Background: an optimization exercise with open tools, aiming at small area and a short achievable clock period. Do not read the settings as production practice.
At most, simulation tests tie the RTL to the original design; equivalence was not proved.

Setup of xenon:
==> flow/design.v (excerpt) <==
module mojo_top(
   input          clk,               
   input          rst_n,             
   input          mosi,
   output         miso,
   input          sclk,
   input          cs
);
Size in the first run: about 13000 cells after synthesis, about 12000 flip-flops, roughly 250000 um^2 of cells after synthesis.
==> module Edge, before the edit <==
module Edge(
   input wire        nReset,
   input wire        Clk,
   input wire        en,         
   input wire        en_next,    
   input wire [7:0]  PixelIn,
   output reg [7:0]  PixelOut
);
   parameter WIDTH  = 1000;
   parameter WIDTH2 = WIDTH*2;
   parameter BUFF   = WIDTH*2 + 10;
   parameter P      = 30;                  
   localparam NR    = BUFF / P;            
   reg [4:0] c;
   reg       pend;
   reg       sh;                           
   reg       shn;                          
   wire      req  = en | pend;
   wire [4:0] c_n = (sh || c == P-1) ? 5'd0 : c + 5'd1;
   wire      sh_n = (en_next | (req & ~sh)) & (c_n == 5'd0);
   always @(posedge Clk) begin
      if (!nReset) begin
         c    <= 5'd0;
         pend <= 1'b0;
         sh   <= 1'b0;
         shn  <= 1'b1;
      end else begin
         c    <= c_n;
         pend <= req & ~sh;
         sh   <=  sh_n;
         shn  <= ~sh_n;
      end
   end
   reg [6*(BUFF+1)-1:0] pd;
   function [5:0] ringin;
      input [5:0] prev;
      input [5:0] tail;
      input       take;
      input       keep;
      ringin = (prev & {6{take}}) | (tail & {6{keep}});
   endfunction
   generate
      genvar i;
      for (i = 0; i <= BUFF; i = i + 1) begin : slot
         if (i == 0) begin : first
            always @(posedge Clk)
               pd[5:0] <= ringin(PixelIn[7:2], pd[6*(P-1) +: 6], sh, shn);
         end else if (i == BUFF) begin : last
            always @(posedge Clk)
               pd[6*i +: 6] <= sh ? pd[6*(i-1) +: 6] : pd[6*i +: 6];
         end else if (i % P == 0) begin : head
            always @(posedge Clk)
               pd[6*i +: 6] <= ringin(pd[6*(i-1) +: 6], pd[6*(i+P-1) +: 6], sh, shn);
         end else begin : body
            always @(posedge Clk)
               pd[6*i +: 6] <= pd[6*(i-1) +: 6];
         end
      end
   endgenerate
   wire [5:0] b0 = pd[6*(BUFF)          +: 6];
   wire [5:0] b1 = pd[6*(BUFF-1)        +: 6];
   wire [5:0] b2 = pd[6*(BUFF-2)        +: 6];
   wire [5:0] m0 = pd[6*(BUFF-WIDTH)    +: 6];
   wire [5:0] m2 = pd[6*(BUFF-WIDTH-2)  +: 6];
   wire [5:0] t0 = pd[6*(BUFF-WIDTH2)   +: 6];
   wire [5:0] t1 = pd[6*(BUFF-WIDTH2-1) +: 6];
   wire [5:0] t2 = pd[6*(BUFF-WIDTH2-2) +: 6];
   function [5:0] absd;
      input [5:0] a;
      input [5:0] b;
      absd = (a > b) ? a - b : b - a;
   endfunction
   reg [4:0] horz_bottom, horz_top, vert_left, vert_right;
   reg [5:0] horz_middle, vert_middle;
   always @(posedge Clk) begin
      if (sh) begin
         horz_bottom <= absd(b0, b2) >> 1;
         horz_middle <= absd(m0, m2);
         horz_top    <= absd(t0, t2) >> 1;
         vert_right  <= absd(b0, t0) >> 1;
         vert_middle <= absd(b1, t1);
         vert_left   <= absd(b2, t2) >> 1;
      end
   end
   reg [6:0] s_a, s_b;
   reg [5:0] s_c;
   always @(posedge Clk) begin
      s_a <= horz_bottom + horz_middle;
      s_b <= vert_middle + vert_left;
      s_c <= horz_top + vert_right;
      if (en) PixelOut <= s_a + s_b + s_c;
   end
endmodule
clock: 5.0 ns
lec_check: 0
cap_margin: 20
core_margin: 2
core_utilization: 55
cts_cluster_diameter: 80
cts_cluster_size: 30
place_density: 0.65
setup_slack_margin: 2.5
slew_margin: 20
run.sh (not shown) runs the stock make flow with config.mk's settings and CLKGATE_MAP_FILE= SYNTH_SCRIPT=/design/flow/synth_recipe.tcl, a recipe that flattens the netlist after the stock synthesis.
Modified inputs, fjord compared to xenon
--- a/flow/design.v
+++ b/flow/design.v
@@ -86,43 +86,32 @@
    reg [4:0] c;
    reg       pend;
    reg       sh;                           
-   reg       shn;                          
    wire      req  = en | pend;
    wire [4:0] c_n = (sh || c == P-1) ? 5'd0 : c + 5'd1;
-   wire      sh_n = (en_next | (req & ~sh)) & (c_n == 5'd0);
    always @(posedge Clk) begin
       if (!nReset) begin
          c    <= 5'd0;
          pend <= 1'b0;
          sh   <= 1'b0;
-         shn  <= 1'b1;
       end else begin
          c    <= c_n;
          pend <= req & ~sh;
-         sh   <=  sh_n;
-         shn  <= ~sh_n;
+         sh   <= (en_next | (req & ~sh)) & (c_n == 5'd0);
       end
    end
    reg [6*(BUFF+1)-1:0] pd;
-   function [5:0] ringin;
-      input [5:0] prev;
-      input [5:0] tail;
-      input       take;
-      input       keep;
-      ringin = (prev & {6{take}}) | (tail & {6{keep}});
-   endfunction
    generate
       genvar i;
       for (i = 0; i <= BUFF; i = i + 1) begin : slot
          if (i == 0) begin : first
             always @(posedge Clk)
-               pd[5:0] <= ringin(PixelIn[7:2], pd[6*(P-1) +: 6], sh, shn);
+               pd[5:0] <= sh ? PixelIn[7:2] : pd[6*(P-1) +: 6];
          end else if (i == BUFF) begin : last
             always @(posedge Clk)
                pd[6*i +: 6] <= sh ? pd[6*(i-1) +: 6] : pd[6*i +: 6];
          end else if (i % P == 0) begin : head
             always @(posedge Clk)
-               pd[6*i +: 6] <= ringin(pd[6*(i-1) +: 6], pd[6*(i+P-1) +: 6], sh, shn);
+               pd[6*i +: 6] <= sh ? pd[6*(i-1) +: 6] : pd[6*(i+P-1) +: 6];
          end else begin : body
             always @(posedge Clk)
                pd[6*i +: 6] <= pd[6*(i-1) +: 6];
==> results.txt <==
For the critical path depth in cells, fjord came in 8 lower than xenon did. In fjord, the part of the cycle the worst path needs came out 0.76 points below the value in xenon. Comparing xenon with fjord, the xor/xnor cell area share of the yosys netlist came out essentially unchanged. Final instance area on fjord is behind xenon. Sum of net half-perimeters after detailed placement in fjord is 3.7 mm lower than in xenon. Sort xenon and fjord by via count, ascending, and fjord comes first. Diff xenon -> fjord: minimum clock period shows a reduction of 0.038 ns; final-layout clock-cell area share was more or less identical; setup slack saw an increase; final cell count went up about 0.6%; count of nets after finishing saw little to no change. fjord vs xenon on number of cells produced by synthesis: fjord is the lower one. Of xenon and fjord, fjord shows the lower first-pass GRT wire length, with xenon above it. Compared with xenon, fjord shows area of the multi-input gates higher by 940 um^2.
Function not checked in xenon: the RTL went through the layout flow alone.

-- port drivers added, routing unchanged --
Ports are ideal in the flow. The routed layouts listed here were re-timed in OpenROAD. Step 1 assumes that a clkbuf_16 drives the clock port and a buf_2 every other input. Step 2 also shifts input and output timing later by t, the mid clock arrival at the registers, as if the neighbouring blocks saw the same clock. a / b / c = no drivers / after step 1 / after step 2; a / b = the first two.
run	t, ns	slack for setup (ns)	worst hold slack (ns)	slew at the worst register clock pin (ns)	cell pins on the clock port's net
xenon	1.071	2.519 / 2.472 / 2.519	0.308 / 0.308 / 0.308	0.12 / 0.12	1
fjord	1.094	2.557 / 2.449 / 2.594	0.296 / 0.296 / 0.296	0.11 / 0.11	1
After both steps setup and hold are still met in every run listed.
